From an optimization exercise on the open Yosys and OpenROAD flow, aimed at small area; shortcuts taken in it are not production practice. Only simulation tests tie the RTL to the original design; equivalence was not proved. No activity file was given, so power comes from the tool's default toggle rates.

File: flow/config.mk
export PLATFORM = sky130hd
export DESIGN_NAME = TLP_Completer
export DESIGN_NICKNAME = TLP_Completer
export VERILOG_FILES = /design/flow/design.v
export SDC_FILE = /design/flow/constraint.sdc
export NUM_CORES = 8
export LEC_CHECK = 0
export ABC_AREA = 1
export CAP_MARGIN = 20
export CORE_MARGIN = 2
export CORE_UTILIZATION = 60
export SLEW_MARGIN = 20
File: flow/constraint.sdc
create_clock -name core_clock -period 10.0 [get_ports {clk}]
set_input_delay 2.0000 -clock core_clock [delete_from_list [all_inputs] [get_ports {clk}]]
set_output_delay 2.0000 -clock core_clock [all_outputs]
set_load 0.01 [all_outputs]
File: flow/design.v
`timescale 1ns / 1ps
`default_nettype none
module HardwareSubunit #(
	parameter DELAY = 25
) (
	clk,
	reset,
	in_data,
	next_ready,
	out_data,
	completion_status,
	out_nz
);
	input	[34:0]	in_data;
	input		clk, reset, next_ready;
	output	[31:0]	out_data;
	output	[3:0]	completion_status;
	output		out_nz;
	localparam [1:0] C_MR = 2'd0, C_MW = 2'd1, C_CFG = 2'd2, C_OTHER = 2'd3;
	reg		cs, ov, ohv, hiv, size;
	reg [15:0]	hi, lo;			 
	reg [31:0]	old_data;
	reg [9:0]	pl;
	reg [1:0]	cls;			 
	reg [4:0]	dc;			 
	reg [1:0]	tc;
	assign out_data = ov ? ~{ohv ? hi : 16'h0000, lo} : 32'h0;
	assign completion_status = {cs, 3'b000};
	assign out_nz = ov;			 
	wire [31:0]	d = in_data[31:0];
	wire		dnz = |d;
	wire		chg = old_data != d;
	wire [4:0]	typ = d[28:24];
	wire [2:0]	fmt = d[31:29];
	reg		cs_v, ov_v, ohv_v, hiv_v, size_v;
	reg [15:0]	hi_v, lo_v;
	reg [9:0]	pl_v;
	reg [1:0]	cls_v, tc_v;
	reg [4:0]	dc_v;
	always @(posedge clk) begin
		cs_v = cs; ov_v = ov; ohv_v = ohv; hiv_v = hiv; size_v = size;
		hi_v = hi; lo_v = lo; pl_v = pl; cls_v = cls; tc_v = tc; dc_v = dc;
		if (reset) begin
			cs_v = 1'b0; ov_v = 1'b0; hiv_v = 1'b0; size_v = 1'b0;
			pl_v = 10'd0; cls_v = C_MR; tc_v = 2'd0; dc_v = 5'd0;
		end else begin
			if (dnz && pl_v == 10'd0 && tc_v == 2'd0 && dc_v == 5'd0) begin
				if (typ == 5'b00000) begin
					cls_v = (fmt[2:1] == 2'b00) ? C_MR : ((fmt[2:1] == 2'b01) ? C_MW : C_OTHER);
					if (fmt[2] == 1'b0) begin
						tc_v = fmt[0] ? 2'd3 : 2'd2;
						size_v = fmt[0];
					end
					pl_v = d[9:0];
				end else if (typ == 5'b00010) begin
					cls_v = C_MW;
					size_v = 1'b0;
					tc_v = 2'd2;
					pl_v = 10'd0;
				end else if (typ == 5'b00100 || typ == 5'b00101) begin
					cls_v = C_CFG;
					size_v = 1'b0;
					tc_v = 2'd2;
					pl_v = 10'd0;
				end else begin
					cls_v = C_OTHER;
				end
			end else if (chg && dnz && tc_v != 2'd0) begin
				tc_v = tc_v - 1'b1;
				if (cls_v != C_CFG) begin
					if (size_v && tc_v == 2'd1) begin
						hi_v = d[15:0];
						hiv_v = 1'b1;
					end
					if (tc_v == 2'd0) begin
						lo_v = d[31:16];
						dc_v = DELAY;
					end
				end else begin
					dc_v = DELAY;
				end
			end else if (tc_v == 2'd0 && (pl_v != 10'd0 || dc_v != 5'd0)) begin
				if (cls_v == C_MR) begin
					if (dc_v != 5'd0) begin
						dc_v = dc_v - 1'b1;
					end else if (pl_v != 10'd0 && next_ready && !ov) begin
						ov_v = ~&{hiv_v ? hi_v : 16'h0000, lo_v};
						ohv_v = hiv_v;
						pl_v = pl_v - 1'b1;
						cs_v = 1'b1;
					end
					if (pl_v == 10'd0) begin
						hiv_v = 1'b0;
						cls_v = C_MR;
						tc_v = 2'd0;
						size_v = 1'b0;
					end
				end else if (cls_v != C_OTHER) begin
					if (chg && dnz && dc_v == DELAY && pl_v != 10'd0) begin
						pl_v = pl_v - 1'b1;
					end else if (pl_v == 10'd0) begin
						dc_v = dc_v - 1'b1;
					end
					if (next_ready && dc_v == 5'd0) begin
						ov_v = 1'b0;
						cs_v = 1'b1;
						hiv_v = 1'b0;
						cls_v = C_MR;
						tc_v = 2'd0;
						size_v = 1'b0;
					end
				end
			end
			if (!next_ready) begin
				ov_v = 1'b0;
				cs_v = 1'b0;
			end
		end
		old_data <= d;
		cs <= cs_v; ov <= ov_v; ohv <= ohv_v; hiv <= hiv_v; size <= size_v;
		hi <= hi_v; lo <= lo_v; pl <= pl_v; cls <= cls_v; tc <= tc_v; dc <= dc_v;
	end
endmodule
`timescale 1ns / 1ps
`default_nettype none
module OLR_Ingress (
	clk,
	reset,
	header_in,
	payload_in,
	payload_nz,
	cs_in,
	sorter_ready,
	ready1,
	ready2,
	ho_valid,
	po_nz,
	h_kind,
	h_mid,
	h_len,
	h_w2,
	h_la,
	h_b135,
	h_link,
	p_data
);
	input		clk, reset, cs_in, sorter_ready, payload_nz;
	input [34:0]	header_in;
	input [31:0]	payload_in;
	output reg	ready1, ready2, ho_valid, po_nz;
	output reg [2:0] h_kind;		 
	output reg [11:0] h_mid;		 
	output reg [9:0] h_len;		 
	output reg [31:0] h_w2;
	output reg [4:0] h_la;		 
	output reg	h_b135;
	output reg [1:0] h_link;
	output reg [31:0] p_data;
	reg		hctl, pctl, rtd, mwctl, mww, p_lk, h_4dw;
	reg [1:0]	hcnt;
	reg [9:0]	cnt;
	reg		r1_v, r2_v, ho_v, po_v, hctl_v, pctl_v, rtd_v, mwctl_v, mww_v, plk_v, dw4_v;
	reg [2:0]	kind_v;
	reg [11:0]	mid_v;
	reg [9:0]	len_v;
	reg [31:0]	w2_v, pd_v;
	reg [4:0]	la_v;
	reg		b135_v;
	reg [1:0]	link_v, hcnt_v;
	reg [9:0]	cnt_v;
	wire		tnz = |header_in;
	localparam [2:0] K_OTHER = 3'd0, K_MR = 3'd1, K_MW = 3'd2, K_IO = 3'd3, K_CFG0 = 3'd4, K_CFG1 = 3'd5;
	wire [4:0]	typ = header_in[28:24];
	wire [2:0]	fmt = header_in[31:29];
	wire [2:0]	in_kind = (typ == 5'b00000) ? ((fmt[2:1] == 2'b00) ? K_MR : ((fmt[2:1] == 2'b01) ? K_MW : K_OTHER)) :
				  (typ == 5'b00010) ? K_IO : (typ == 5'b00100) ? K_CFG0 : (typ == 5'b00101) ? K_CFG1 : K_OTHER;
	wire		pnz = payload_nz;
	always @(posedge clk) begin
		r1_v = ready1; r2_v = ready2; ho_v = ho_valid; po_v = po_nz;
		hctl_v = hctl; pctl_v = pctl; rtd_v = rtd; mwctl_v = mwctl; mww_v = mww;
		plk_v = p_lk; dw4_v = h_4dw;
		kind_v = h_kind; mid_v = h_mid; len_v = h_len; w2_v = h_w2; la_v = h_la; b135_v = h_b135; link_v = h_link;
		pd_v = p_data; hcnt_v = hcnt; cnt_v = cnt;
		if (reset) begin
			r1_v = 1'b1; r2_v = 1'b0; ho_v = 1'b0; po_v = 1'b0;
			hctl_v = 1'b0; pctl_v = 1'b0; rtd_v = 1'b0; mwctl_v = 1'b0; mww_v = 1'b0;
			hcnt_v = 2'd0;
		end else begin
			if (!hctl_v && !pctl_v && r1_v && tnz && !mwctl_v) begin
				kind_v = in_kind;
				dw4_v = header_in[29];
				mid_v = header_in[23:12];
				len_v = header_in[9:0];
				b135_v = header_in[34];
				link_v = header_in[33:32];
				hcnt_v = 2'd1;
				hctl_v = 1'b1;
				r1_v = 1'b0;
				if (in_kind == K_MR) begin
					pctl_v = 1'b1;
					cnt_v = header_in[9:0];
				end
			end else if (hctl_v && hcnt_v != 2'd0 && r1_v && tnz) begin
				if (hcnt_v == 2'd1) begin
					w2_v = header_in[31:0];
					hcnt_v = 2'd2;
					r1_v = 1'b1;
				end else if (hcnt_v == 2'd2) begin
					if (!dw4_v) begin
						la_v = header_in[6:2];
						r1_v = 1'b0;
						hcnt_v = 2'd0;
					end else begin
						la_v = 5'd0;
						r1_v = 1'b1;
						hcnt_v = 2'd3;
					end
				end else begin
					la_v = header_in[6:2];
					hcnt_v = 2'd0;
					r1_v = 1'b0;
				end
				if (hcnt_v == 2'd0 && !mwctl_v)
					r2_v = 1'b1;
			end
			if (mwctl_v && !r1_v && cnt_v != 10'h3ff) begin
				r1_v = 1'b1;
				cnt_v = cnt_v - 1'b1;
				if (cnt_v == 10'h3ff) begin
					mwctl_v = 1'b0;
					mww_v = 1'b1;
					r1_v = 1'b0;
				end
			end else if (mwctl_v && r1_v && tnz) begin
				r1_v = 1'b0;
			end else if ((hctl_v || pctl_v) && kind_v == K_MW &&
				     hcnt_v == 2'd0 && !mwctl_v && !mww_v) begin
				mwctl_v = 1'b1;
				cnt_v = len_v;
			end
			if (cs_in && r2_v && hctl_v) begin
				r2_v = 1'b0;
				rtd_v = 1'b1;
				mww_v = 1'b0;
				if (pctl_v) begin
					pd_v = payload_in;
					plk_v = pnz | (|link_v);
					cnt_v = cnt_v - 1'b1;
				end
			end else if (pnz && pctl_v && r2_v && !hctl_v) begin
				pd_v = payload_in;
				plk_v = 1'b1;
				cnt_v = cnt_v - 1'b1;
				rtd_v = 1'b1;
			end
			if (rtd_v && sorter_ready && hctl_v) begin
				ho_v = 1'b1;
				hctl_v = 1'b0;
				if (!pctl_v) begin
					rtd_v = 1'b0;
					r1_v = 1'b1;
				end
			end else if (rtd_v && sorter_ready && pctl_v && !hctl_v && !ho_v) begin
				po_v = plk_v;
				rtd_v = 1'b0;
				if (cnt_v != 10'd0)
					r2_v = 1'b1;
				else begin
					pctl_v = 1'b0;
					r1_v = 1'b1;
				end
			end
			if (!sorter_ready) begin
				ho_v = 1'b0;
				po_v = 1'b0;
			end
			if (r1_v && (hcnt_v != 2'd0 || rtd_v) && tnz)
				r1_v = 1'b0;
			else if (!r1_v && hcnt_v != 2'd0 && !tnz)
				r1_v = 1'b1;
			if (r2_v && pnz)
				r2_v = 1'b0;
		end
		ready1 <= r1_v; ready2 <= r2_v; ho_valid <= ho_v; po_nz <= po_v;
		hctl <= hctl_v; pctl <= pctl_v; rtd <= rtd_v; mwctl <= mwctl_v; mww <= mww_v;
		p_lk <= plk_v; h_4dw <= dw4_v;
		h_kind <= kind_v; h_mid <= mid_v; h_len <= len_v; h_w2 <= w2_v; h_la <= la_v; h_b135 <= b135_v; h_link <= link_v;
		p_data <= pd_v; hcnt <= hcnt_v; cnt <= cnt_v;
	end
endmodule
`timescale 1ns / 1ps
`default_nettype none
module OLR_Sorter (
	clk,
	reset,
	ho_valid,
	po_nz,
	h_kind,
	h_mid,
	h_len,
	h_w2,
	h_la,
	h_b135,
	h_link,
	p_data,
	next_ready,
	ready,
	sorted_nz,
	pass_valid,
	c_kind,
	c_len,
	c_mid,
	c_be,
	c_la,
	c_tag,
	c_rid,
	c_link,
	q_data
);
	input		clk, reset, ho_valid, po_nz, next_ready;
	input [2:0]	h_kind;
	input [11:0]	h_mid;
	input [9:0]	h_len;
	input [31:0]	h_w2;
	input [4:0]	h_la;
	input		h_b135;
	input [1:0]	h_link;
	input [31:0]	p_data;
	output reg	ready;
	output		sorted_nz;
	output reg	pass_valid;
	output reg [2:0] c_kind;
	output reg [9:0] c_len;
	output reg [11:0] c_mid;
	output reg [7:0] c_be;
	output reg [4:0] c_la;
	output reg [7:0] c_tag;
	output reg [15:0] c_rid;
	output reg [1:0] c_link;
	output reg [31:0] q_data;
	reg		hc, pc, rtd, anz, sorted_valid;
	reg [9:0]	pcount;
	reg		ready_v, pass_v, hc_v, pc_v, rtd_v, anz_v, sv_v;
	reg [2:0]	kind_v;
	reg [9:0]	len_v, pcount_v;
	reg [11:0]	mid_v;
	reg [7:0]	be_v, tag_v;
	reg [4:0]	la_v;
	reg [15:0]	rid_v;
	reg [1:0]	link_v;
	reg [31:0]	q_v;
	wire		is_mr = h_kind == 3'd1;
	wire		is_known = h_kind != 3'd0;
	assign sorted_nz = sorted_valid & anz;
	always @(posedge clk) begin
		ready_v = ready; pass_v = pass_valid; hc_v = hc; pc_v = pc; rtd_v = rtd;
		anz_v = anz; sv_v = sorted_valid;
		kind_v = c_kind; len_v = c_len; pcount_v = pcount;
		mid_v = c_mid; be_v = c_be; tag_v = c_tag; la_v = c_la; rid_v = c_rid; link_v = c_link;
		q_v = q_data;
		if (reset) begin
			ready_v = 1'b1; pass_v = 1'b0; hc_v = 1'b0; pc_v = 1'b0; rtd_v = 1'b0;
			sv_v = 1'b0; pcount_v = 10'd0;
		end else begin
			if (ho_valid && ready_v && !hc_v && !pc_v) begin
				kind_v = h_kind;
				len_v = h_len;
				mid_v = h_mid;
				be_v = h_w2[7:0];
				la_v = h_la;
				tag_v = h_w2[15:8];
				rid_v = h_w2[31:16];
				link_v = h_link;
				anz_v = is_known | h_b135 | (|h_link);
				hc_v = 1'b1;
				if (is_mr) begin
					pc_v = 1'b1;
					pcount_v = h_len;
				end
				rtd_v = 1'b1;
			end
			if (rtd_v && next_ready && hc_v) begin
				sv_v = 1'b1;
				hc_v = 1'b0;
				rtd_v = 1'b0;
				ready_v = 1'b1;
			end
			if (pc_v && po_nz && ready_v && !hc_v) begin
				q_v = p_data;
				rtd_v = 1'b1;
				pcount_v = pcount_v - 1'b1;
				ready_v = 1'b0;
			end
			if (rtd_v && next_ready && pc_v && !hc_v) begin
				pass_v = 1'b1;
				rtd_v = 1'b0;
				ready_v = 1'b1;
				if (pcount_v == 10'd0)
					pc_v = 1'b0;
			end
			if (ready_v && (ho_valid || po_nz))
				ready_v = 1'b0;
			if (!ready_v && !ho_valid && !po_nz && !(rtd_v && !hc_v) && !(hc_v && anz_v))
				ready_v = 1'b1;
			if (!next_ready) begin
				sv_v = 1'b0;
				pass_v = 1'b0;
			end
		end
		ready <= ready_v; pass_valid <= pass_v; hc <= hc_v; pc <= pc_v; rtd <= rtd_v;
		anz <= anz_v; sorted_valid <= sv_v;
		c_kind <= kind_v; c_len <= len_v; pcount <= pcount_v;
		c_mid <= mid_v; c_be <= be_v; c_tag <= tag_v; c_la <= la_v; c_rid <= rid_v; c_link <= link_v;
		q_data <= q_v;
	end
endmodule
`timescale 1ns / 1ps
`default_nettype none
module OLR_Egress (
	clk,
	reset,
	sorted_nz,
	pass_valid,
	c_kind,
	c_len,
	c_mid,
	c_be,
	c_la,
	c_tag,
	c_rid,
	c_link,
	q_data,
	buffer_ready0,
	buffer_ready1,
	buffer_ready2,
	buffer_ready3,
	ready,
	data_out0,
	data_out1,
	data_out2,
	data_out3
);
	input		clk, reset, sorted_nz, pass_valid;
	input [2:0]	c_kind;		 
	input [9:0]	c_len;
	input [11:0]	c_mid;
	input [7:0]	c_be;
	input [4:0]	c_la;
	input [7:0]	c_tag;
	input [15:0]	c_rid;
	input [1:0]	c_link;
	input [31:0]	q_data;
	input		buffer_ready0, buffer_ready1, buffer_ready2, buffer_ready3;
	output reg	ready;
	output [34:0]	data_out0, data_out1, data_out2, data_out3;
	reg [32:0]	out0, out1, out2, out3;	 
	assign data_out0 = {out0[32], 2'b00, out0[31:0]};
	assign data_out1 = {out1[32], 2'b00, out1[31:0]};
	assign data_out2 = {out2[32], 2'b00, out2[31:0]};
	assign data_out3 = {out3[32], 2'b00, out3[31:0]};
	reg [2:0]	kind;
	wire		known = kind != 3'd0;
	wire		mr = kind == 3'd1;
	wire [2:0]	t = {kind[2], kind == 3'd3, kind[2] & kind[0]};	 
	reg [9:0]	len;
	reg [11:0]	mid;
	reg [7:0]	be, tag;
	reg [4:0]	la;
	reg [15:0]	rid;
	reg [1:0]	hcnt, lane;
	reg		hc, pc, rtd;
	reg [3:0]	stale, onz;
	wire [3:0]	br = {buffer_ready3, buffer_ready2, buffer_ready1, buffer_ready0};
	function [12:0] f_bc;
		input [7:0] be;
		input [9:0] len;
		reg [1:0] fz, lz;
		begin
			fz = be[0] ? 2'd0 : (be[1] ? 2'd1 : (be[2] ? 2'd2 : 2'd3));
			lz = be[7] ? 2'd0 : (be[6] ? 2'd1 : (be[5] ? 2'd2 : 2'd3));
			if (be[7:4] == 4'b0000) begin
				casex (be[3:0])
					4'b1xx1: f_bc = 13'd4;
					4'b01x1, 4'b1x10: f_bc = 13'd3;
					4'b0011, 4'b0110, 4'b1100: f_bc = 13'd2;
					default: f_bc = 13'd1;
				endcase
			end else if (be[3:0] == 4'b0000)
				f_bc = 13'd0;
			else
				f_bc = {1'b0, len, 2'b00} - (fz + lz);
		end
	endfunction
	function [1:0] f_lo2;
		input [3:0] be;
		begin
			casex (be)
				4'b0000: f_lo2 = 2'b00;
				4'bxxx1: f_lo2 = 2'b00;
				4'bxx10: f_lo2 = 2'b01;
				4'bx100: f_lo2 = 2'b10;
				4'b1000: f_lo2 = 2'b11;
				default: f_lo2 = 2'b00;
			endcase
		end
	endfunction
	reg [32:0]	w_v;
	reg [3:0]	wr_v, onz_v;
	reg [12:0]	bcount;
	reg [31:0]	word1, word2, word3;
	reg		ld, pld, known_v, mr_v;
	reg [2:0]	t_v, kind_v;
	reg [9:0]	len_v;
	reg [11:0]	mid_v;
	reg		ready_v, hc_v, pc_v, rtd_v, fire, wr;
	reg [1:0]	hcnt_v, lane_v;
	reg [9:0]	pcnt_v, len_n;
	reg [31:0]	preg_v;
	always @(*) begin
		ready_v = ready; hc_v = hc; pc_v = pc; rtd_v = rtd;
		hcnt_v = hcnt; lane_v = lane; pcnt_v = pc ? len : 10'd0;
		preg_v = {rid, tag, be};
		len_n = len;
		w_v = 33'd0; wr = 1'b0; wr_v = 4'd0; onz_v = onz;
		ld = !hc_v && !pc_v && ready_v && sorted_nz;
		if (ld) begin
			lane_v = c_link;
			hc_v = 1'b1;
			hcnt_v = 2'd3;
			rtd_v = 1'b1;
			if (c_kind == 3'd1) begin
				pcnt_v = c_len;
				pc_v = 1'b1;
			end
		end
		kind_v = ld ? c_kind : kind;
		known_v = kind_v != 3'd0;
		mr_v = kind_v == 3'd1;
		t_v = {kind_v[2], kind_v == 3'd3, kind_v[2] & kind_v[0]};
		len_v = ld ? c_len : len;
		if (ld)
			len_n = c_len;
		mid_v = ld ? c_mid : mid;
		pld = pass_valid && pc_v && ready_v;
		if (pld) begin
			preg_v = q_data;
			rtd_v = 1'b1;
		end
		bcount = mr ? f_bc(be, len) : ((t == 3'b010) ? 13'd63 : 13'd3);
		word1 = {1'b0, mr_v, 3'b000, t_v, mid_v, 2'b00, len_v};
		word2 = {16'hffff, 3'b000, bcount};
		word3 = {rid, tag, 1'b0, mr ? la : 5'd0, mr ? f_lo2(be[3:0]) : 2'b00};
		fire = br[lane_v] && rtd_v && !stale[lane_v];
		case (hcnt_v)
		2'd3: w_v = {1'b1, word1 & {32{known_v}}};
		2'd2: w_v = {1'b1, word2 & {32{known}}};
		2'd1: w_v = {pc_v, word3 & {32{known}}};
		default: w_v = {pcnt_v != 10'd1, preg_v};
		endcase
		if (fire) begin
			if (hcnt_v != 2'd0) begin
				wr = 1'b1;
				hcnt_v = hcnt_v - 1'b1;
			end else if (pc_v && pcnt_v != 10'd0) begin
				pcnt_v = pcnt_v - 1'b1;
				len_n = pcnt_v;
				wr = 1'b1;
			end
			wr_v[lane_v] = wr;
			if (hcnt_v == 2'd0 && pcnt_v != 10'd0) begin
				hc_v = 1'b0;
				rtd_v = 1'b0;
				ready_v = 1'b1;
			end else if (hcnt_v == 2'd0 && pcnt_v == 10'd0) begin
				hc_v = 1'b0;
				pc_v = 1'b0;
				lane_v = 2'd0;
				rtd_v = 1'b0;
				ready_v = 1'b1;
			end
		end
		onz_v = ((wr_v & {4{|w_v}}) | (~wr_v & onz)) & br;
		if (ready_v && rtd_v)
			ready_v = 1'b0;
		if (rtd_v && hc_v && (|onz_v))
			rtd_v = 1'b0;
		else if (!rtd_v && hc_v)
			rtd_v = 1'b1;
	end
	wire [3:0]	keep = br & {4{~reset}};
	wire [3:0]	put = br & wr_v & {4{~reset}};
	always @(posedge clk) begin
		out0 <= ({33{put[0]}} & w_v) | ({33{keep[0]}} & out0);
		out1 <= ({33{put[1]}} & w_v) | ({33{keep[1]}} & out1);
		out2 <= ({33{put[2]}} & w_v) | ({33{keep[2]}} & out2);
		out3 <= ({33{put[3]}} & w_v) | ({33{keep[3]}} & out3);
		stale <= br;
		if (reset) begin
			ready <= 1'b1; hc <= 1'b0; pc <= 1'b0; rtd <= 1'b0;
			hcnt <= 2'd0; lane <= 2'd0; onz <= 4'd0;
		end else begin
			ready <= ready_v; hc <= hc_v; pc <= pc_v; rtd <= rtd_v;
			hcnt <= hcnt_v; lane <= lane_v; onz <= onz_v;
		end
		if (pld && !ld)
			{rid, tag, be} <= q_data;
		len <= len_n;
		if (ld) begin
			kind <= c_kind; mid <= c_mid;
			be <= c_be; la <= c_la; tag <= c_tag; rid <= c_rid;
		end
	end
endmodule
`timescale 1ns / 1ps
`default_nettype none
module OLR (
	clk,
	reset,
	header_in,
	payload_in,
	payload_nz,
	completion_status,
	buffer_ready0,
	buffer_ready1,
	buffer_ready2,
	buffer_ready3,
	data_out0,
	data_out1,
	data_out2,
	data_out3,
	ready_buffer,
	ready_subunit
);
	input [34:0]	header_in;
	input [31:0]	payload_in;
	input [3:0]	completion_status;
	input		payload_nz;
	input		clk, reset, buffer_ready0, buffer_ready1, buffer_ready2, buffer_ready3;
	output [34:0]	data_out0, data_out1, data_out2, data_out3;
	output		ready_buffer, ready_subunit;
	wire		ho_valid, po_nz, sorter_ready, sorted_nz, pass_valid, egress_ready;
	wire [2:0]	h_kind, c_kind;
	wire [11:0]	h_mid;
	wire [9:0]	h_len;
	wire [31:0]	h_w2, p_data, q_data;
	wire [4:0]	h_la;
	wire		h_b135;
	wire [1:0]	h_link;
	wire [9:0]	c_len;
	wire [11:0]	c_mid;
	wire [7:0]	c_be, c_tag;
	wire [4:0]	c_la;
	wire [15:0]	c_rid;
	wire [1:0]	c_link;
	OLR_Ingress ingress (
		.clk(clk), .reset(reset),
		.header_in(header_in), .payload_in(payload_in), .payload_nz(payload_nz), .cs_in(|completion_status),
		.sorter_ready(sorter_ready),
		.ready1(ready_buffer), .ready2(ready_subunit),
		.ho_valid(ho_valid), .po_nz(po_nz),
		.h_kind(h_kind), .h_mid(h_mid), .h_len(h_len), .h_w2(h_w2), .h_la(h_la), .h_b135(h_b135), .h_link(h_link),
		.p_data(p_data)
	);
	OLR_Sorter sorter (
		.clk(clk), .reset(reset),
		.ho_valid(ho_valid), .po_nz(po_nz),
		.h_kind(h_kind), .h_mid(h_mid), .h_len(h_len), .h_w2(h_w2), .h_la(h_la), .h_b135(h_b135), .h_link(h_link),
		.p_data(p_data),
		.next_ready(egress_ready),
		.ready(sorter_ready), .sorted_nz(sorted_nz), .pass_valid(pass_valid),
		.c_kind(c_kind), .c_len(c_len), .c_mid(c_mid), .c_be(c_be),
		.c_la(c_la), .c_tag(c_tag), .c_rid(c_rid), .c_link(c_link), .q_data(q_data)
	);
	OLR_Egress egress (
		.clk(clk), .reset(reset),
		.sorted_nz(sorted_nz), .pass_valid(pass_valid),
		.c_kind(c_kind), .c_len(c_len), .c_mid(c_mid), .c_be(c_be),
		.c_la(c_la), .c_tag(c_tag), .c_rid(c_rid), .c_link(c_link), .q_data(q_data),
		.buffer_ready0(buffer_ready0), .buffer_ready1(buffer_ready1),
		.buffer_ready2(buffer_ready2), .buffer_ready3(buffer_ready3),
		.ready(egress_ready),
		.data_out0(data_out0), .data_out1(data_out1), .data_out2(data_out2), .data_out3(data_out3)
	);
endmodule
`timescale 1ns / 1ps
`default_nettype none
module TLP_Completer (
	clk,
	reset,
	in_data,
	in_ready,
	buffer_ready0,
	buffer_ready1,
	buffer_ready2,
	buffer_ready3,
	out_data0,
	out_data1,
	out_data2,
	out_data3
);
	input		clk,
			reset,
			buffer_ready0,
			buffer_ready1,
			buffer_ready2,
			buffer_ready3;
	input [34:0]	in_data;		 
	output		in_ready;		 
	output [34:0]	out_data0,		 
			out_data1,
			out_data2,
			out_data3;
	wire [31:0]	payload;
	wire [3:0]	completion_status;
	wire		ready_subunit;
	wire		payload_nz;
	HardwareSubunit #(
		25
	) HardwareSubunit1 (
		.clk(clk),
		.reset(reset),
		.in_data(in_data),
		.next_ready(ready_subunit),
		.out_data(payload),
		.completion_status(completion_status),
		.out_nz(payload_nz)
	);
	OLR OLR1 (
		.clk(clk),
		.reset(reset),
		.header_in(in_data),
		.payload_in(payload),
		.payload_nz(payload_nz),
		.completion_status(completion_status),
		.buffer_ready0(buffer_ready0),
		.buffer_ready1(buffer_ready1),
		.buffer_ready2(buffer_ready2),
		.buffer_ready3(buffer_ready3),
		.data_out0(out_data0),
		.data_out1(out_data1),
		.data_out2(out_data2),
		.data_out3(out_data3),
		.ready_buffer(in_ready),
		.ready_subunit(ready_subunit)
	);
endmodule
File: flow/flow/run.sh
#!/bin/bash
# The standard layout with three changes. After the standard synthesis, its
# combinational logic is re-mapped for area by Yosys and ABC (the registers
# keep their names and cells); the port buffers are single strength; and the
# clock tree has no dummy loads. Each tool writes its output to a log here.
set -euo pipefail
export BUFFER_PORTS_ARGS="-buffer_cell sky130_fd_sc_hd__buf_1"
export CTS_ARGS="-sink_clustering_enable -repair_clock_nets -dont_use_dummy_load -buf_list sky130_fd_sc_hd__clkbuf_4 -sink_clustering_size 9 -sink_clustering_max_diameter 60"
bash standard.sh synth > standard_synth.log 2>&1
RES=$PWD/orfs/results/sky130hd/TLP_Completer/base
mkdir -p resyn
python3 flow/filter_lib.py "$FLOW_HOME/platforms/sky130hd/config.mk" \
	"$FLOW_HOME/platforms/sky130hd/lib/sky130_fd_sc_hd__tt_025C_1v80.lib" resyn/cells.lib > filter_lib.log 2>&1
python3 flow/split_lib.py resyn/cells.lib resyn/comb.lib resyn/seq.lib > split_lib.log 2>&1
# the cells ABC maps to: o22ai is left out, as ABC then maps the lane registers'
# hold logic to a22o instead of o22ai with an inverter on the register output
python3 flow/mklib.py resyn/comb.lib resyn/map.lib 'sky130_fd_sc_hd__o22ai_' > mklib.log 2>&1
cp "$RES/1_2_yosys.v" resyn/standard.v
sed "s/@T@/${RESYN_SECONDS:-60}/" flow/abc.script > resyn/abc.script
sed -e "s|@SEQLIB@|resyn/seq.lib|g" -e "s|@COMBLIB@|resyn/comb.lib|g" -e "s|@MAPLIB@|resyn/map.lib|g" -e "s|@IN@|resyn/standard.v|" \
	-e "s|@OUT@|resyn/remapped.v|" -e "s|@STAT0@|resyn/stat0.txt|" -e "s|@SCRIPT@|resyn/abc.script|" \
	flow/resyn.ys.in > resyn/resyn.ys
YOSYS=$(command -v yosys || echo "$FLOW_HOME/../tools/install/yosys/bin/yosys")
"$YOSYS" -l resyn.log -s resyn/resyn.ys > /dev/null 2>&1
cp resyn/remapped.v "$RES/1_2_yosys.v"
rm -f resyn/cells.lib resyn/comb.lib resyn/seq.lib resyn/map.lib
bash standard.sh finish > standard_finish.log 2>&1
File: flow/flow/abc.script
strash
&get -n
&deepsyn -T @T@
&put
dch -f
amap
topo
strash
dch -f
amap
topo
File: flow/flow/filter_lib.py
#!/usr/bin/env python3
"""Copy a liberty file without the cells the platform marks don't-use.

usage: filter_lib.py platform_config.mk in.lib out.lib
"""
import re
import sys

cfg, src, dst = sys.argv[1:4]
text = open(cfg).read()
m = re.search(r"DONT_USE_CELLS\s*\+?=((?:[^\n]*\\\n)*[^\n]*)", text)
dont = set(m.group(1).replace("\\", " ").split())
lines = open(src).read().split("\n")
out = []
skip = 0
depth = 0
for line in lines:
    if skip:
        depth += line.count("{") - line.count("}")
        if depth <= 0:
            skip = 0
        continue
    c = re.match(r'\s*cell\s*\(\s*"?([\w]+)"?\s*\)', line)
    if c and (c.group(1) in dont or "lpflow" in c.group(1) or "probe" in c.group(1)):
        depth = line.count("{") - line.count("}")
        skip = 1
        continue
    out.append(line)
open(dst, "w").write("\n".join(out))
File: flow/flow/mklib.py
#!/usr/bin/env python3
"""Copy a liberty file without the cells whose names match any of the patterns.

usage: mklib.py in.lib out.lib pattern...
"""
import re
import sys

src, dst = sys.argv[1:3]
pats = sys.argv[3:]
out = []
skip = 0
depth = 0
for line in open(src).read().split("\n"):
    if skip:
        depth += line.count("{") - line.count("}")
        if depth <= 0:
            skip = 0
        continue
    m = re.match(r'\s*cell\s*\(\s*"?(\w+)"?\s*\)', line)
    if m and any(re.match(p, m.group(1)) for p in pats):
        depth = line.count("{") - line.count("}")
        skip = 1
        continue
    out.append(line)
open(dst, "w").write("\n".join(out))
File: flow/flow/resyn.ys.in
# Re-map the combinational logic of the standard synthesis for area. The
# registers are black boxes here, so they keep their names and cells.
read_liberty -lib @SEQLIB@
read_liberty -ignore_miss_func @COMBLIB@
read_verilog @IN@
hierarchy -top TLP_Completer
flatten
delete t:$scopeinfo
rename -hide w:*.*
opt_clean
tee -o @STAT0@ stat
abc -liberty @MAPLIB@ -script @SCRIPT@
opt_clean -purge
hilomap -hicell sky130_fd_sc_hd__conb_1 HI -locell sky130_fd_sc_hd__conb_1 LO
splitnets
opt_clean -purge
select TLP_Completer
write_verilog -noattr -nohex -nodec -selected @OUT@
File: flow/flow/split_lib.py
#!/usr/bin/env python3
"""Split a liberty file into its combinational cells and its sequential cells.

usage: split_lib.py in.lib comb.lib seq.lib
"""
import re
import sys

src, comb_out, seq_out = sys.argv[1:4]
lines = open(src).read().split("\n")
head, cells, tail = [], [], []
i = 0
while i < len(lines) and not re.match(r'\s*cell\s*\(', lines[i]):
    head.append(lines[i])
    i += 1
while i < len(lines):
    if re.match(r'\s*cell\s*\(', lines[i]):
        depth = 0
        body = []
        while True:
            body.append(lines[i])
            depth += lines[i].count("{") - lines[i].count("}")
            i += 1
            if depth <= 0:
                break
        cells.append(body)
    else:
        tail.append(lines[i])
        i += 1
def is_seq(body):
    return any(re.match(r'\s*(ff|latch|statetable)\s*\(', l) for l in body)
for out, want in ((comb_out, False), (seq_out, True)):
    with open(out, "w") as f:
        f.write("\n".join(head) + "\n")
        for b in cells:
            if is_seq(b) == want:
                f.write("\n".join(b) + "\n")
        f.write("\n".join(tail) + "\n")
File: flow/standard.sh
#!/bin/bash
# synth_recipe.tcl (not shown) runs the flow's synth.tcl, then flattens the netlist and writes it again
# the make line also repeats each setting of config.mk as NAME=value (left out here)
make -C /OpenROAD-flow-scripts/flow DESIGN_CONFIG=/design/flow/config.mk WORK_HOME=/design/flow/orfs CLKGATE_MAP_FILE= SYNTH_SCRIPT=/design/flow/synth_recipe.tcl "${@:-finish}"
==> results of run 1 <==
==> cell usage in the layout, fill, tap and decap left out, types with 18 or more instances in the layout <==
cell	count
edfxtp_1	276
dfxtp_1	255
a22o_1	103
clkbuf_4	70
a22oi_1	61
nand2_1	70
nand4_1	20
buf_1	172
clkinv_1	134
a21oi_1	105
buf_4	21
a211oi_1	18
o22a_1	23
o21ai_0	78
nor2_1	247
o221ai_1	19
nor3_1	52
==> power breakdown <==
part	total (mW)	leakage [nW]	switching, mW	internal [mW]
Sequential	2.47	4.59	0.0767	2.39
Clock	0.978	0.322	0.654	0.323
Combinational	0.377	2.35	0.264	0.112
==> state kept, by name, summed over array words and instances (netlist names), 12 cells and up <==
name,cells
HardwareSubunit1.lo,16
OLR1.ingress.p_data,32
OLR1.sorter.c_mid,12
OLR1.egress.out2,33
HardwareSubunit1.old_data,32
OLR1.egress.out1,33
OLR1.ingress.h_mid,12
OLR1.egress.mid,12
OLR1.egress.rid,16
OLR1.egress.out0,33
OLR1.egress.out3,33
OLR1.ingress.h_w2,32
OLR1.sorter.c_rid,16
HardwareSubunit1.hi,16
OLR1.sorter.q_data,32
==> per-layer routing <==
metal / up-vias / global-route usage, % / part of all wire [%]
met2: 698 / 45.6 / 45
met3: 98 / 5.65 / 9.0
met5: - / 0 / 0
met4: 0 / 10.1 / 2.7
li1: 6643 / - / -
met1: 6838 / 43.7 / 44
==> worst max path at each step <==
stage / startpoint / to / cells after the start
floorplan: in_data[31] / OLR1.ingress.ready1$_SDFF_PP1_ / 26
global placement: in_data[28] / OLR1.ingress.ready1$_SDFF_PP1_ / 30
detailed placement: in_data[28] / OLR1.ingress.ready1$_SDFF_PP1_ / 30
CTS: in_data[28] / OLR1.ingress.ready1$_SDFF_PP1_ / 30
global route: in_data[28] / OLR1.ingress.ready1$_SDFF_PP1_ / 30
finish: in_data[28] / OLR1.ingress.ready1$_SDFF_PP1_ / 30
==> final cells by class <==
class                           instances  area (um2)
Tap cell                              402         503
Fill cell                            2494       10400
Inverter                              134         503
Multi-Input combinational cell        966        5610
Sequential cell                       531       13400
Clock buffer                           70         526
Timing Repair Buffer                  194         808
Antenna cell                            2        5.00
==> worst max-delay path, delay by kind of cell <==
kind	cells	cell delay, ns
buffers and inverters	4	0.79
and+or+nand+nor	14	3.83
AOI/OAI and AO/OA	12	2.40
==> results.py, run 1 <==
metrics = {
    "place": {
        "io_buffers": 173,
        "post_dp_cell_area_mm2": 0.0208,
        "dp.final_hpwl_um": 35900,
        "gp_congestion": 0.934,
        "place_inst": 2227,
        "pre_cts_ws_ns": 1.04,
    },
    "worst_hold_path": {
        "min_path_cells": 0,
        "worstHoldStart": "OLR1.ingress.h_mid[7]$_DFFE_PP_",
        "min_to": "OLR1.sorter.c_mid[7]$_DFFE_PP_",
        "hp-class": "flop to flop",
    },
    "pwr": {
        "powerDensity_mw_per_mm2": 179,
        "leakagePower_nw": 7.26,
        "p_total_mw": 3.82,
        "peakVddDrop_mv": 0.137,
    },
    "global_routing": {
        "grt-ovfl-total": 0,
        "grt_usage_pct": 30.0,
        "grt_max_degree": 57,
        "antenna_found_initial": 3,
        "grt_pass1_wl_um": 77000,
        "grt_pass1_vias": 13326,
    },
    "worst_setup_path": {
        "end_kind": "flop",
        "critical-path-slowest-cell": "nor3_1",
        "worst_r2r_path_depth": 22,
        "crit_arrival_ns": 9.04,
        "crit_path_frequent_cell": "o21ai_0",
        "reg2reg_to": "OLR1.egress.rtd$_SDFF_PP0_",
        "r2r_slack_ns": 3.66,
        "cp_data_required_time_ns": 10.66,
        "critPathMaxFanout": 12,
        "r2r_start": "OLR1.egress.ready$_SDFF_PP1_",
        "cp-start-kind": "input pin",
        "slowest_delay_ns": 0.56,
        "worstSetupPathType": "input pin to flop",
    },
    "routing": {
        "drtIter0Drc": 1434,
        "wl_per_cell_um": 21.9,
        "drt-total-wl_um": 50500,
        "via_per_inst": 6.21,
        "drc_errors": 0,
        "antenna_left": 0,
        "dr.pass1.iters": 5,
        "vias": 14277,
    },
    "timing": {
        "holdWs_ns": 0.366,
        "setup_viol": 0,
        "finClkSkew_ns": 0.104,
        "worst_slew_pin_slew_ns": 1.08,
        "rsz0062_at_grt": "false",
        "max_slew_margin_pct": 27.2,
        "fmax_mhz": 119,
        "finalHoldViolations": 0,
        "period_share_pct": 83.8,
        "final_max_slew_viol_count": 0,
        "fin_ws_ns": 1.62,
        "fin_tns_setup_ns": 0,
        "fin_crit_ns": 8.38,
    },
    "clock_network": {
        "cts_tree": "yes",
        "cts_sinks": 531,
        "h-tree-depth": 3,
        "postCtsSetupBuffers": 0,
        "cts_max_path_buffers": 3,
        "cts_buffers": 70,
        "cts-root-buf": "clkbuf_4",
        "clk_latency_ns": 0.73,
        "clkTransAtPathRegs_ns": 0.10,
        "cts_resized": 0,
        "hold_buffers": 0,
    },
    "outcome": {
        "outcome": "timing/DRC/antenna clean",
    },
    "floorplan": {
        "die-area_mm2": 0.0338,
        "core_mm2": 0.0317,
        "die_w_um": 184,
        "die_h_um": 184,
        "io_pins": 182,
        "rows": 65,
        "start_util_pct": 61.2,
    },
    "final_layout": {
        "utilization_pct": 67.3,
        "final_area_mm2": 0.0213,
        "fin_cells": 2299,
        "nNetsFinal": 1938,
        "area_delta_synth_final_pct": 9.97,
        "drive_gt1_share_pct": 5.70,
    },
    "yosys": {
        "syn-cell-area_mm2": 0.0194,
        "ys_warn_count": 4,
        "synthesis.nets": 1672,
        "avgSynthCellArea_um2": 11.9,
        "netlist_instances": 1631,
    },
    "job": {
        "max_cap_violations": 0,
    },
}
==> inputs of run 2 (changes only) <==
--- a/flow/flow/run.sh
+++ b/flow/flow/run.sh
@@ -5,7 +5,7 @@
 # clock tree has no dummy loads. Each tool writes its output to a log here.
 set -euo pipefail
 export BUFFER_PORTS_ARGS="-buffer_cell sky130_fd_sc_hd__buf_1"
-export CTS_ARGS="-sink_clustering_enable -repair_clock_nets -dont_use_dummy_load -buf_list sky130_fd_sc_hd__clkbuf_4 -sink_clustering_size 9 -sink_clustering_max_diameter 60"
+export CTS_ARGS="-sink_clustering_enable -repair_clock_nets -dont_use_dummy_load -buf_list sky130_fd_sc_hd__clkbuf_4 -sink_clustering_size 8 -sink_clustering_max_diameter 50"
 bash standard.sh synth > standard_synth.log 2>&1
 RES=$PWD/orfs/results/sky130hd/TLP_Completer/base
 mkdir -p resyn
==> run 2 against run 1 <==
Sequential cell count stayed put. Global-route usage stayed put. Core utilization is 0.17 points higher. Count of clock-buffer cells in the layout is 7 higher. Maximum frequency is 0.25% lower. Largest cell class unchanged.
==> results.py, run 2 <==
metrics = {
    "worst_setup_path": {
        "critical-path-slowest-cell": "or4_1",
        "crit_arrival_ns": 9.01,
        "crit_path_frequent_cell": "o21ai_0",
        "critPathMaxFanout": 12,
        "cp_data_required_time_ns": 10.61,
        "reg2reg_to": "OLR1.egress.rtd$_SDFF_PP0_",
        "crit_start": "in_data[28]",
        "slowest_delay_ns": 0.56,
        "r2r_start": "OLR1.egress.ready$_SDFF_PP1_",
        "crit_path_end": "OLR1.ingress.ready1$_SDFF_PP1_",
        "end_kind": "flop",
        "cp-start-kind": "input pin",
        "worst_r2r_path_depth": 22,
        "worstSetupPathType": "input pin to flop",
        "r2r_slack_ns": 3.61,
    },
    "timing": {
        "period_share_pct": 84.0,
        "final_max_slew_viol_count": 0,
        "rsz0062_at_grt": "false",
        "fmax_mhz": 119,
        "fin_tns_setup_ns": 0,
        "setup_viol": 0,
        "finalHoldViolations": 0,
        "worst_slew_pin_slew_ns": 1.10,
        "max_slew_margin_pct": 25.6,
        "fin_crit_ns": 8.40,
        "finClkSkew_ns": 0.113,
    },
    "global_routing": {
        "antenna_found_initial": 3,
        "grt_pass1_wl_um": 77100,
        "grt_max_degree": 57,
        "grt-ovfl-total": 0,
        "grt_usage_pct": 30.0,
        "grt_pass1_vias": 13393,
    },
    "final_layout": {
        "final_area_mm2": 0.0214,
        "layout_common_cells": "276 x edfxtp_1, 255 x dfxtp_1, 247 x nor2_1",
        "fill_cells": 2490,
        "area_delta_synth_final_pct": 10.2,
        "mostFrequentLayoutCell": "edfxtp_1",
        "nNetsFinal": 1945,
        "drive_gt1_share_pct": 6.05,
    },
    "routing": {
        "dr.pass1.iters": 6,
        "drtIter0Drc": 1440,
        "antenna_left": 0,
        "drt-total-wl_um": 50500,
        "via_per_inst": 6.18,
        "vias": 14240,
        "drc_errors": 0,
        "wl_per_cell_um": 21.9,
    },
    "worst_hold_path": {
        "hp-class": "flop to flop",
        "worstHoldStart": "OLR1.ingress.h_w2[13]$_DFFE_PP_",
    },
    "pwr": {
        "peakVddDrop_mv": 0.169,
        "leakagePower_nw": 7.29,
        "p_total_mw": 3.87,
        "powerDensity_mw_per_mm2": 181,
    },
    "yosys": {
        "syn-cell-area_mm2": 0.0194,
        "synthesis.nets": 1672,
        "ys_warn_count": 4,
        "netlist_instances": 1631,
        "avgSynthCellArea_um2": 11.9,
    },
    "floorplan": {
        "die-area_mm2": 0.0338,
        "die_h_um": 184,
        "io_pins": 182,
        "rows": 65,
        "die_w_um": 184,
        "core_mm2": 0.0317,
        "start_util_pct": 61.2,
    },
    "clock_network": {
        "cts-root-buf": "clkbuf_4",
        "h-tree-depth": 3,
        "cts_resized": 0,
        "hold_buffers": 0,
        "cts_sinks": 531,
        "clk_latency_ns": 0.73,
        "postCtsSetupBuffers": 0,
        "cts_buffers": 77,
        "cts_tree": "yes",
        "clkTransAtPathRegs_ns": 0.08,
        "cts_max_path_buffers": 3,
    },
    "place": {
        "io_buffers": 173,
        "post_dp_cell_area_mm2": 0.0208,
        "gp_congestion": 0.934,
        "dp.final_hpwl_um": 35900,
    },
    "job": {
        "max_cap_violations": 0,
    },
    "outcome": {
        "outcome": "timing/DRC/antenna clean",
    },
}
run 2: layout make-up:
cell class	count	area, um2	share of cell area [%]
clock buffers	77	578	2.70
multi-input cells	966	5610	26.2
well taps	402	503	2.35
flip-flops and latches	531	13400	62.6
diodes	2	5.00	0.0234
inverters	134	503	2.35
repair buffers	194	808	3.78
run 2: how the worst min path moves through the flow:
stage / to / slack [ns] / cells after the start
6_report: OLR1.sorter.c_tag[5]$_DFFE_PP_ / 0.41 / 0
3_3_place_gp: OLR1.sorter.q_data[10]$_DFFE_PP_ / 0.40 / 0
5_1_grt: OLR1.sorter.c_la[1]$_DFFE_PP_ / 0.42 / 0
3_5_place_dp: OLR1.sorter.c_be[5]$_DFFE_PP_ / 0.40 / 0
2_1_floorplan: OLR1.egress.la[0]$_DFFE_PP_ / 0.40 / 0
4_1_cts: OLR1.sorter.q_data[12]$_DFFE_PP_ / 0.41 / 0
run 2: metal layers:
layer / global-route usage [%] / wire [um] / share of wire (%)
met5: 0 / 0 / 0
met3: 5.27 / 4440 / 8.8
met2: 45.2 / 22300 / 44
met1: 43.8 / 22300 / 44
met4: 11.4 / 1510 / 3.0
run 2: stage by stage:
stage	hold WS (ns)	setup WS [ns]	std cells	util, %
finish	0.414	1.60	2306	67.5
global route	0.419	1.07	2305	67.5
CTS	0.409	1.74	2304	67.4
detailed placement	0.405	1.04	2227	65.6
global placement	0.401	1.31	2227	65.6
floorplan	0.400	1.21	1631	-
run 2: critical path, delay by kind of cell:
family,cells,cell delay (ns)
buffers and inverters,4,0.79
AND/OR/NAND/NOR,14,3.81
AO/OA/AOI/OAI,12,2.40
run 2: where the power goes:
part / switching [mW] / internal [mW]
combinational: 0.266 / 0.112
clock: 0.666 / 0.355
sequential: 0.0772 / 2.39
==> inputs of run 3 (changes only) <==
--- a/flow/design.v
+++ b/flow/design.v
@@ -18,28 +18,29 @@
 	output		out_nz;
 	localparam [1:0] C_MR = 2'd0, C_MW = 2'd1, C_CFG = 2'd2, C_OTHER = 2'd3;
 	reg		cs, ov, ohv, hiv, size;
-	reg [15:0]	hi, lo;			 
-	reg [31:0]	old_data;
+	reg [15:0]	hi, lw;
+	reg [15:0]	old_lo;			 
 	reg [9:0]	pl;
 	reg [1:0]	cls;			 
 	reg [4:0]	dc;			 
 	reg [1:0]	tc;
-	assign out_data = ov ? ~{ohv ? hi : 16'h0000, lo} : 32'h0;
+	assign out_data = ov ? ~{ohv ? hi : 16'h0000, lw} : 32'h0;
 	assign completion_status = {cs, 3'b000};
 	assign out_nz = ov;			 
 	wire [31:0]	d = in_data[31:0];
 	wire		dnz = |d;
-	wire		chg = old_data != d;
+	wire		chg = {lw, old_lo} != d;
 	wire [4:0]	typ = d[28:24];
 	wire [2:0]	fmt = d[31:29];
 	reg		cs_v, ov_v, ohv_v, hiv_v, size_v;
-	reg [15:0]	hi_v, lo_v;
+	reg [15:0]	hi_v;
+	reg		lo_wr, emit, hold;
 	reg [9:0]	pl_v;
 	reg [1:0]	cls_v, tc_v;
 	reg [4:0]	dc_v;
 	always @(posedge clk) begin
 		cs_v = cs; ov_v = ov; ohv_v = ohv; hiv_v = hiv; size_v = size;
-		hi_v = hi; lo_v = lo; pl_v = pl; cls_v = cls; tc_v = tc; dc_v = dc;
+		hi_v = hi; lo_wr = 1'b0; emit = 1'b0; pl_v = pl; cls_v = cls; tc_v = tc; dc_v = dc;
 		if (reset) begin
 			cs_v = 1'b0; ov_v = 1'b0; hiv_v = 1'b0; size_v = 1'b0;
 			pl_v = 10'd0; cls_v = C_MR; tc_v = 2'd0; dc_v = 5'd0;
@@ -73,7 +74,7 @@
 						hiv_v = 1'b1;
 					end
 					if (tc_v == 2'd0) begin
-						lo_v = d[31:16];
+						lo_wr = 1'b1;
 						dc_v = DELAY;
 					end
 				end else begin
@@ -84,8 +85,9 @@
 					if (dc_v != 5'd0) begin
 						dc_v = dc_v - 1'b1;
 					end else if (pl_v != 10'd0 && next_ready && !ov) begin
-						ov_v = ~&{hiv_v ? hi_v : 16'h0000, lo_v};
+						ov_v = ~&{hiv_v ? hi_v : 16'h0000, lw};
 						ohv_v = hiv_v;
+						emit = 1'b1;
 						pl_v = pl_v - 1'b1;
 						cs_v = 1'b1;
 					end
@@ -116,9 +118,12 @@
 				cs_v = 1'b0;
 			end
 		end
-		old_data <= d;
+		hold = !reset && !lo_wr && (emit || (tc_v == 2'd0 && cls_v == C_MR && (pl_v != 10'd0 || dc_v != 5'd0)));
+		if (!hold)
+			lw <= d[31:16];
+		old_lo <= d[15:0];
 		cs <= cs_v; ov <= ov_v; ohv <= ohv_v; hiv <= hiv_v; size <= size_v;
-		hi <= hi_v; lo <= lo_v; pl <= pl_v; cls <= cls_v; tc <= tc_v; dc <= dc_v;
+		hi <= hi_v; pl <= pl_v; cls <= cls_v; tc <= tc_v; dc <= dc_v;
 	end
 endmodule
 `timescale 1ns / 1ps
--- a/flow/config.mk
+++ b/flow/config.mk
@@ -8,5 +8,5 @@
 export ABC_AREA = 1
 export CAP_MARGIN = 20
 export CORE_MARGIN = 2
-export CORE_UTILIZATION = 60
+export CORE_UTILIZATION = 70
 export SLEW_MARGIN = 20
==> run 3 against run 2 <==
Synthesized cell count shrank 1.5%. Cell area shrank 1.7%. Routed wire length is essentially flat. Die area shrank 15%. Critical path depth shrank 4. Non-clock buffer count grew 1. Clock skew shrank 0.018 ns. Sequential power shrank 3%. Combinational power shrank 9.5%. Highest routed layer unchanged.
==> results.py, run 3 <==
metrics = {
    "outcome": {
        "outcome": "timing/DRC/antenna clean",
    },
    "clock_network": {
        "h-tree-depth": 3,
        "cts_buffers": 75,
        "cts_sinks": 515,
        "cts_max_path_buffers": 3,
        "clk_latency_ns": 0.74,
        "postCtsSetupBuffers": 0,
        "clkTransAtPathRegs_ns": 0.09,
        "cts-root-buf": "clkbuf_4",
        "cts_tree": "yes",
        "cts_resized": 0,
        "hold_buffers": 0,
    },
    "timing": {
        "rsz0062_at_grt": "false",
        "holdWs_ns": 0.385,
        "max_slew_margin_pct": 27.6,
        "finClkSkew_ns": 0.0952,
        "fin_tns_setup_ns": 0,
        "fin_crit_ns": 7.38,
        "worst_slew_pin_slew_ns": 1.08,
        "fmax_mhz": 135,
        "final_max_slew_viol_count": 0,
        "setup_viol": 0,
        "finalHoldViolations": 0,
        "period_share_pct": 73.8,
    },
    "global_routing": {
        "grt_max_degree": 66,
        "grt_pass1_vias": 13770,
        "grt_use_met3_pct": 7.67,
        "antenna_found_initial": 1,
        "grtUsageMet2_pct": 53.8,
        "grtUsageMet1_pct": 49.8,
        "grt_pass1_wl_um": 77100,
        "grt-busiest-layer": "met2",
        "grt_usage_pct": 35.1,
        "grt-ovfl-total": 0,
    },
    "worst_setup_path": {
        "end_kind": "flop",
        "worst_r2r_path_depth": 17,
        "reg2reg_to": "OLR1.egress.rtd$_SDFF_PP0_",
        "cp-start-kind": "input pin",
        "r2r_start": "OLR1.egress.ready$_SDFF_PP1_",
        "critPathMaxFanout": 26,
        "crit_arrival_ns": 7.79,
        "r2r_slack_ns": 4.41,
        "cp_data_required_time_ns": 10.41,
        "worstSetupPathType": "input pin to flop",
    },
    "pwr": {
        "peakVddDrop_mv": 0.160,
        "p_total_mw": 3.72,
        "powerDensity_mw_per_mm2": 177,
        "leakagePower_nw": 7.23,
    },
    "routing": {
        "antenna_left": 0,
        "drtIter0Drc": 2035,
        "drt-total-wl_um": 50500,
        "dr.pass1.iters": 9,
        "vias": 14680,
        "drc_errors": 0,
        "via_per_inst": 6.62,
        "wl_per_cell_um": 22.8,
    },
    "yosys": {
        "syn-cell-area_mm2": 0.0191,
        "avgSynthCellArea_um2": 11.9,
        "netlist_instances": 1606,
        "ys_warn_count": 4,
        "synthesis.nets": 1647,
    },
    "place": {
        "place_inst": 2142,
        "dp.final_hpwl_um": 35900,
        "post_dp_cell_area_mm2": 0.0205,
        "gp_congestion": 0.952,
        "io_buffers": 173,
    },
    "final_layout": {
        "layout_common_cells": "276 x edfxtp_1, 239 x dfxtp_1, 206 x nor2_1",
        "area_delta_synth_final_pct": 9.86,
        "fill_cells": 1699,
        "fin_cells": 2218,
        "mostFrequentLayoutCell": "edfxtp_1",
        "nNetsFinal": 1919,
        "final_area_mm2": 0.0210,
        "drive_gt1_share_pct": 6.18,
        "regArea_mm2": 0.0131,
        "multi_input_area_mm2": 0.00559,
    },
    "floorplan": {
        "core_mm2": 0.0269,
        "die_w_um": 169,
        "die_h_um": 169,
        "die-area_mm2": 0.0287,
        "rows": 60,
        "io_pins": 182,
        "start_util_pct": 71.2,
    },
    "worst_hold_path": {
        "worstHoldStart": "OLR1.ingress.p_data[4]$_SDFFCE_PN0P_",
        "min_path_cells": 0,
        "min_to": "OLR1.sorter.q_data[4]$_DFFE_PP_",
        "hp-class": "flop to flop",
    },
    "job": {
        "max_cap_violations": 0,
    },
}
## run 3: how the worst max path moves through the flow
stage,from,end,slack (ns),cells past startpoint
after floorplan,OLR1.egress.ready$_SDFF_PP1_,OLR1.egress.rtd$_SDFF_PP0_,0.92,14
after detailed placement,in_data[23],OLR1.ingress.cnt[9]$_DFFE_PN_,2.05,26
final,in_data[23],OLR1.ingress.cnt[9]$_DFFE_PN_,2.62,26
after global routing,in_data[27],OLR1.ingress.cnt[9]$_DFFE_PN_,1.85,28
after global placement,in_data[23],OLR1.ingress.cnt[9]$_DFFE_PN_,2.17,26
after CTS,in_data[23],OLR1.ingress.cnt[9]$_DFFE_PN_,2.74,26
## run 3: worst max-delay path, cell delays in order
cell and delay [ns]:
buf_1 0.18, or4_1 0.56, nor4_1 0.29, nand4_1 0.22
nor4_1 0.41, clkinv_1 0.18, nand4_1 0.70, or2_0 0.23
nor2_1 0.09, nor2_1 0.47, clkinv_1 0.38, o221ai_1 0.25
nand2_1 0.10, o21ai_0 0.22, nand2_1 0.12, nor2_1 0.19
and2_0 0.20, nand2_1 0.08, clkinv_1 0.07, nand3_1 0.08
o21ai_0 0.22, nand2_1 0.10, nor2_1 0.17, nand2_1 0.10
nand2_1 0.09, o21ai_0 0.07
## run 3: metrics by stage
stage | worst slack [ns] | util [%]
after detailed placement | 2.05 | 76.1
after global routing | 1.85 | 78.2
after global placement | 2.17 | 76.1
after floorplan | 0.921 | -
final | 2.62 | 78.2
after CTS | 2.74 | 78.2
## run 3: area by class of cell
type,instances,area share [%]
diodes,1,0.0119
clock buffers,75,2.68
inverters,149,2.66
multi-input cells,942,26.6
flip-flops and latches,515,62.2
well taps,341,2.03
repair buffers,195,3.88
## run 3: layer usage
metal  share of wire (%)  wire length, um  vias up
met1                  40            20200     6887
li1                    -                -     6582
met3                  12             5850      167
met5                   0                0        -
met4                 3.6             1840        0
met2                  45            22600     1044
## run 3: where the power goes
group	internal [mW]	switching (mW)	leakage, nW
registers	2.31	0.0817	4.51
clock network	0.346	0.641	0.345
logic	0.108	0.234	2.38
==> inputs of run 4 (changes only) <==
--- a/flow/config.mk
+++ b/flow/config.mk
@@ -8,5 +8,5 @@
 export ABC_AREA = 1
 export CAP_MARGIN = 20
 export CORE_MARGIN = 2
-export CORE_UTILIZATION = 70
+export CORE_UTILIZATION = 60
 export SLEW_MARGIN = 20
==> run 4 against run 3 <==
Largest cell class unchanged. Still clean on timing, DRC and antenna. Combinational power hardly changed. Worst setup slack improved by 0.12 ns. Critical path type unchanged. Hold slack got worse by 0.0089 ns. Largest power group unchanged.
==> results.py, run 4 <==
metrics = {
    "outcome": {
        "outcome": "timing/DRC/antenna clean",
    },
    "timing": {
        "max_slew_margin_pct": 28.5,
        "final_max_slew_viol_count": 0,
        "worst_slew_pin_slew_ns": 1.07,
        "setup_viol": 0,
        "fin_tns_setup_ns": 0,
        "fin_crit_ns": 7.26,
        "period_share_pct": 72.6,
        "finalHoldViolations": 0,
        "fmax_mhz": 138,
        "holdWs_ns": 0.376,
        "finClkSkew_ns": 0.106,
        "rsz0062_at_grt": "false",
    },
    "global_routing": {
        "grtUsageMet1_pct": 43.6,
        "grt_max_degree": 65,
        "grt_pass1_vias": 13739,
        "antenna_found_initial": 2,
        "grt-busiest-layer": "met2",
        "grt_use_met3_pct": 7.78,
        "grtUsageMet2_pct": 45.6,
        "grt_pass1_wl_um": 78500,
        "grt_usage_pct": 30.7,
        "grt-ovfl-total": 0,
    },
    "final_layout": {
        "fill_cells": 2485,
        "layout_common_cells": "276 x edfxtp_1, 239 x dfxtp_1, 206 x nor2_1",
        "drive_gt1_share_pct": 6.38,
        "mostFrequentLayoutCell": "edfxtp_1",
        "nNetsFinal": 1923,
        "area_delta_synth_final_pct": 10.4,
    },
    "yosys": {
        "synthesis.nets": 1647,
        "avgSynthCellArea_um2": 11.9,
        "syn-cell-area_mm2": 0.0191,
        "ys_warn_count": 4,
        "netlist_instances": 1606,
    },
    "worst_setup_path": {
        "r2r_slack_ns": 4.06,
        "worstSetupPathType": "input pin to flop",
        "worst-path-buf-inv": 5,
        "crit_path_end": "OLR1.ingress.cnt[9]$_DFFE_PN_",
        "crit_arrival_ns": 7.69,
        "slowest_delay_ns": 0.54,
        "cp-start-kind": "input pin",
        "crit_path_frequent_cell": "nand2_1",
        "critPathMaxFanout": 10,
        "worst_r2r_path_depth": 15,
        "cp.depth": 29,
        "cp_top_family": "simple AND/OR/NAND/NOR gates",
        "reg2reg_to": "OLR1.egress.rtd$_SDFF_PP0_",
        "critical-path-slowest-cell": "or4_1",
        "cp_data_required_time_ns": 10.42,
        "crit_start": "in_data[23]",
        "end_kind": "flop",
        "r2r_start": "OLR1.egress.ready$_SDFF_PP1_",
    },
    "routing": {
        "via_per_inst": 6.22,
        "vias": 14213,
        "antenna_left": 0,
        "drt-total-wl_um": 51000,
        "drc_errors": 0,
        "dr.pass1.iters": 5,
        "drtIter0Drc": 1374,
        "wl_per_cell_um": 22.3,
    },
    "floorplan": {
        "core_mm2": 0.0315,
        "die-area_mm2": 0.0333,
        "die_w_um": 183,
        "start_util_pct": 60.8,
        "io_pins": 182,
        "rows": 65,
        "die_h_um": 183,
    },
    "clock_network": {
        "cts_max_path_buffers": 3,
        "cts_sinks": 515,
        "hold_buffers": 0,
        "cts_resized": 0,
        "clkTransAtPathRegs_ns": 0.09,
        "cts_buffers": 76,
        "cts_tree": "yes",
        "clk_latency_ns": 0.72,
        "cts-root-buf": "clkbuf_4",
        "postCtsSetupBuffers": 0,
        "h-tree-depth": 3,
    },
    "place": {
        "gp_congestion": 0.939,
        "io_buffers": 173,
        "dp.final_hpwl_um": 36100,
    },
    "job": {
        "max_cap_violations": 0,
    },
    "pwr": {
        "peakVddDrop_mv": 0.142,
        "leakagePower_nw": 7.25,
        "powerDensity_mw_per_mm2": 177,
    },
    "worst_hold_path": {
        "hp-class": "flop to flop",
    },
}
## run 4: worst min path at each step
stage	end	from	slack, ns	cells past startpoint
global placement	OLR1.sorter.c_mid[8]$_DFFE_PP_	OLR1.ingress.h_mid[8]$_DFFE_PP_	0.40	0
CTS	OLR1.sorter.c_la[2]$_DFFE_PP_	OLR1.ingress.h_la[2]$_DFFE_PP_	0.38	0
detailed placement	OLR1.sorter.q_data[18]$_DFFE_PP_	OLR1.ingress.p_data[18]$_SDFFCE_PN0P_	0.40	0
finish	OLR1.egress.la[0]$_DFFE_PP_	OLR1.sorter.c_la[0]$_DFFE_PP_	0.38	0
floorplan	OLR1.egress.la[0]$_DFFE_PP_	OLR1.sorter.c_la[0]$_DFFE_PP_	0.40	0
global route	OLR1.sorter.q_data[22]$_DFFE_PP_	OLR1.ingress.p_data[22]$_SDFFCE_PN0P_	0.38	0
## run 4: through the flow
stage                     utilization, %  power [mW]  worst slack [ns]  instance area (um2)  instances
final                               67.1        3.74              2.74                21100       2284
after detailed placement            65.3        2.77              2.07                20600       2206
after global routing                67.1        3.90              1.83                21100       2283
after global placement              65.3        2.77              2.18                20600       2206
after CTS                           67.1        3.75              2.77                21100       2282
after floorplan                        -        2.63             0.921                19100       1606
## run 4: per-layer routing
metal / part of all wire [%] / vias to the layer above
met2: 44 / 748
met3: 9.9 / 123
met4: 3.7 / 0
li1: - / 6594
met5: 0 / -
met1: 43 / 6748
## run 4: final cells by class
type | count | area [um2] | share of cell area [%]
Sequential cell | 515 | 13100 | 61.9
Timing Repair Buffer | 198 | 838 | 3.97
Antenna cell | 2 | 5.00 | 0.0237
Tap cell | 402 | 503 | 2.38
Inverter | 149 | 559 | 2.65
Clock buffer | 76 | 571 | 2.70
Multi-Input combinational cell | 942 | 5580 | 26.4
## run 4: power by group
group,leakage (nW),internal [mW],switching [mW],total [mW]
registers,4.51,2.31,0.0815,2.39
clock network,0.350,0.350,0.660,1.01
logic,2.39,0.109,0.230,0.339
total,7.25,2.77,0.971,3.74
==> inputs of run 5 (changes only) <==
--- a/flow/flow/run.sh
+++ b/flow/flow/run.sh
@@ -5,7 +5,7 @@
 # clock tree has no dummy loads. Each tool writes its output to a log here.
 set -euo pipefail
 export BUFFER_PORTS_ARGS="-buffer_cell sky130_fd_sc_hd__buf_1"
-export CTS_ARGS="-sink_clustering_enable -repair_clock_nets -dont_use_dummy_load -buf_list sky130_fd_sc_hd__clkbuf_4 -sink_clustering_size 8 -sink_clustering_max_diameter 50"
+export CTS_ARGS="-sink_clustering_enable -repair_clock_nets -dont_use_dummy_load -buf_list sky130_fd_sc_hd__clkbuf_4 -sink_clustering_size 9 -sink_clustering_max_diameter 60"
 bash standard.sh synth > standard_synth.log 2>&1
 RES=$PWD/orfs/results/sky130hd/TLP_Completer/base
 mkdir -p resyn
==> run 5 against run 4 <==
Register-to-register slack barely moved. Largest cell class unchanged. Core utilization decreased by 0.21 points. Largest power group unchanged. Final cell count fell by 0.39%. Critical path depth stayed put. Cell area fell by 0.32%. First-iteration DRC count is 6.3% lower. Count of clock-buffer cells in the layout shrank 9. Highest routed layer unchanged. Non-clock buffer count unchanged. Die area stayed put. Clock skew fell by 0.045 ns. Hold slack improved by 0.024 ns.
==> results.py, run 5 <==
metrics = {
    "pwr": {
        "leakagePower_nw": 7.21,
        "peakVddDrop_mv": 0.146,
        "powerDensity_mw_per_mm2": 175,
    },
    "floorplan": {
        "core_mm2": 0.0315,
        "die_h_um": 183,
        "io_pins": 182,
    },
    "final_layout": {
        "drive_gt1_share_pct": 5.93,
        "fill_cells": 2490,
        "layout_common_cells": "276 x edfxtp_1, 239 x dfxtp_1, 206 x nor2_1",
        "nNetsFinal": 1914,
    },
    "yosys": {
        "avgSynthCellArea_um2": 11.9,
        "syn-cell-area_mm2": 0.0191,
        "ys_warn_count": 4,
        "netlist_instances": 1606,
    },
    "place": {
        "pre_cts_ws_ns": 2.07,
        "io_buffers": 173,
    },
    "worst_setup_path": {
        "worstSetupPathType": "input pin to flop",
        "end_kind": "flop",
        "reg2reg_to": "OLR1.egress.rtd$_SDFF_PP0_",
        "r2r_slack_ns": 4.05,
        "cp_data_required_time_ns": 10.45,
        "r2r_start": "OLR1.egress.ready$_SDFF_PP1_",
        "crit_path_end": "OLR1.ingress.cnt[9]$_DFFE_PN_",
        "critical-path-slowest-cell": "or4_1",
        "slowest_delay_ns": 0.55,
        "crit_arrival_ns": 7.69,
        "cp_top_family": "simple AND/OR/NAND/NOR gates",
        "cp-start-kind": "input pin",
        "crit_path_frequent_cell": "nand2_1",
        "worst-path-buf-inv": 5,
        "worst_r2r_path_depth": 15,
        "cp.depth": 29,
    },
    "routing": {
        "wl_per_cell_um": 22.2,
        "drt-total-wl_um": 50600,
        "route.met3.wl_um": 5330,
        "via_per_inst": 6.25,
    },
    "clock_network": {
        "hold_buffers": 0,
        "postCtsSetupBuffers": 0,
        "cts_max_path_buffers": 3,
        "cts_resized": 0,
        "h-tree-depth": 3,
    },
    "timing": {
        "setup_viol": 0,
        "period_share_pct": 72.4,
        "fin_crit_ns": 7.24,
    },
    "global_routing": {
        "grt_max_degree": 65,
        "grt_pass1_vias": 13647,
    },
    "job": {
        "max_cap_violations": 0,
    },
    "worst_hold_path": {
        "hp-class": "flop to flop",
    },
    "outcome": {
        "outcome": "timing/DRC/antenna clean",
    },
}
-- run 5: cell types whose count changed in the layout (fill, tap and decap cells not counted), sizes merged --
cell and change:
clkbuf -9
-- run 5: worst min path at each step --
stage / slack (ns) / depth (start not counted) / endpoint / startpoint
6_report: 0.40 / 0 / OLR1.sorter.c_rid[4]$_DFFE_PP_ / OLR1.ingress.h_w2[20]$_DFFE_PP_
2_1_floorplan: 0.40 / 0 / OLR1.egress.la[0]$_DFFE_PP_ / OLR1.sorter.c_la[0]$_DFFE_PP_
3_3_place_gp: 0.40 / 0 / OLR1.sorter.c_mid[8]$_DFFE_PP_ / OLR1.ingress.h_mid[8]$_DFFE_PP_
4_1_cts: 0.39 / 0 / OLR1.sorter.c_be[2]$_DFFE_PP_ / OLR1.ingress.h_w2[2]$_DFFE_PP_
3_5_place_dp: 0.40 / 0 / OLR1.sorter.q_data[18]$_DFFE_PP_ / OLR1.ingress.p_data[18]$_SDFFCE_PN0P_
5_1_grt: 0.42 / 0 / OLR1.sorter.c_be[2]$_DFFE_PP_ / OLR1.ingress.h_w2[2]$_DFFE_PP_
-- run 5: area by class of cell --
type | count | area share [%]
Antenna cell | 2 | 0.0238
Clock buffer | 67 | 2.39
Inverter | 149 | 2.66
Multi-Input combinational cell | 942 | 26.5
Sequential cell | 515 | 62.1
Tap cell | 402 | 2.39
Timing Repair Buffer | 198 | 3.98
-- run 5: layer usage --
metal | vias up | track usage (%)
li1 | 6578 | -
met1 | 6726 | 43.2
met2 | 788 | 45.8
met3 | 121 | 8.28
met4 | 0 | 11.8
met5 | - | 0
-- run 5: worst reg2reg max path: stages (launching register included) --
cell and delay (ns):
dfxtp_1 0.41, clkinv_1 0.28, nor3_4 0.52, buf_4 0.62, inv_2 0.33, a22oi_1 0.52, nand2_1 0.17, o21ai_1 0.18
buf_4 0.31, o21ai_0 0.37, or4_1 0.69, nor4_1 0.51, nand4_1 0.32, o221ai_1 0.34, nand4_1 0.14, a31oi_1 0.17
-- run 5: power breakdown --
part / internal [mW] / leakage (nW) / total (mW) / switching (mW)
registers: 2.31 / 4.51 / 2.40 / 0.0816
clock network: 0.310 / 0.308 / 0.955 / 0.645
logic: 0.109 / 2.39 / 0.338 / 0.229
-- run 5: through the flow --
step	total power, mW	cell area, um2	util, %	instances
after floorplan	2.63	19100	-	1606
after global placement	2.77	20600	65.3	2206
after detailed placement	2.77	20600	65.3	2206
after CTS	3.70	21100	66.9	2273
after global routing	3.84	21100	66.9	2274
final	3.69	21100	66.9	2275

Setup slack of run 5, layout unchanged: 2.761 ns with ideal ports, 2.778 ns with driving cells assumed (clock clkbuf_16, inputs buf_2), 2.014 ns with port delays also shifted by the 0.764 ns mid clock arrival.
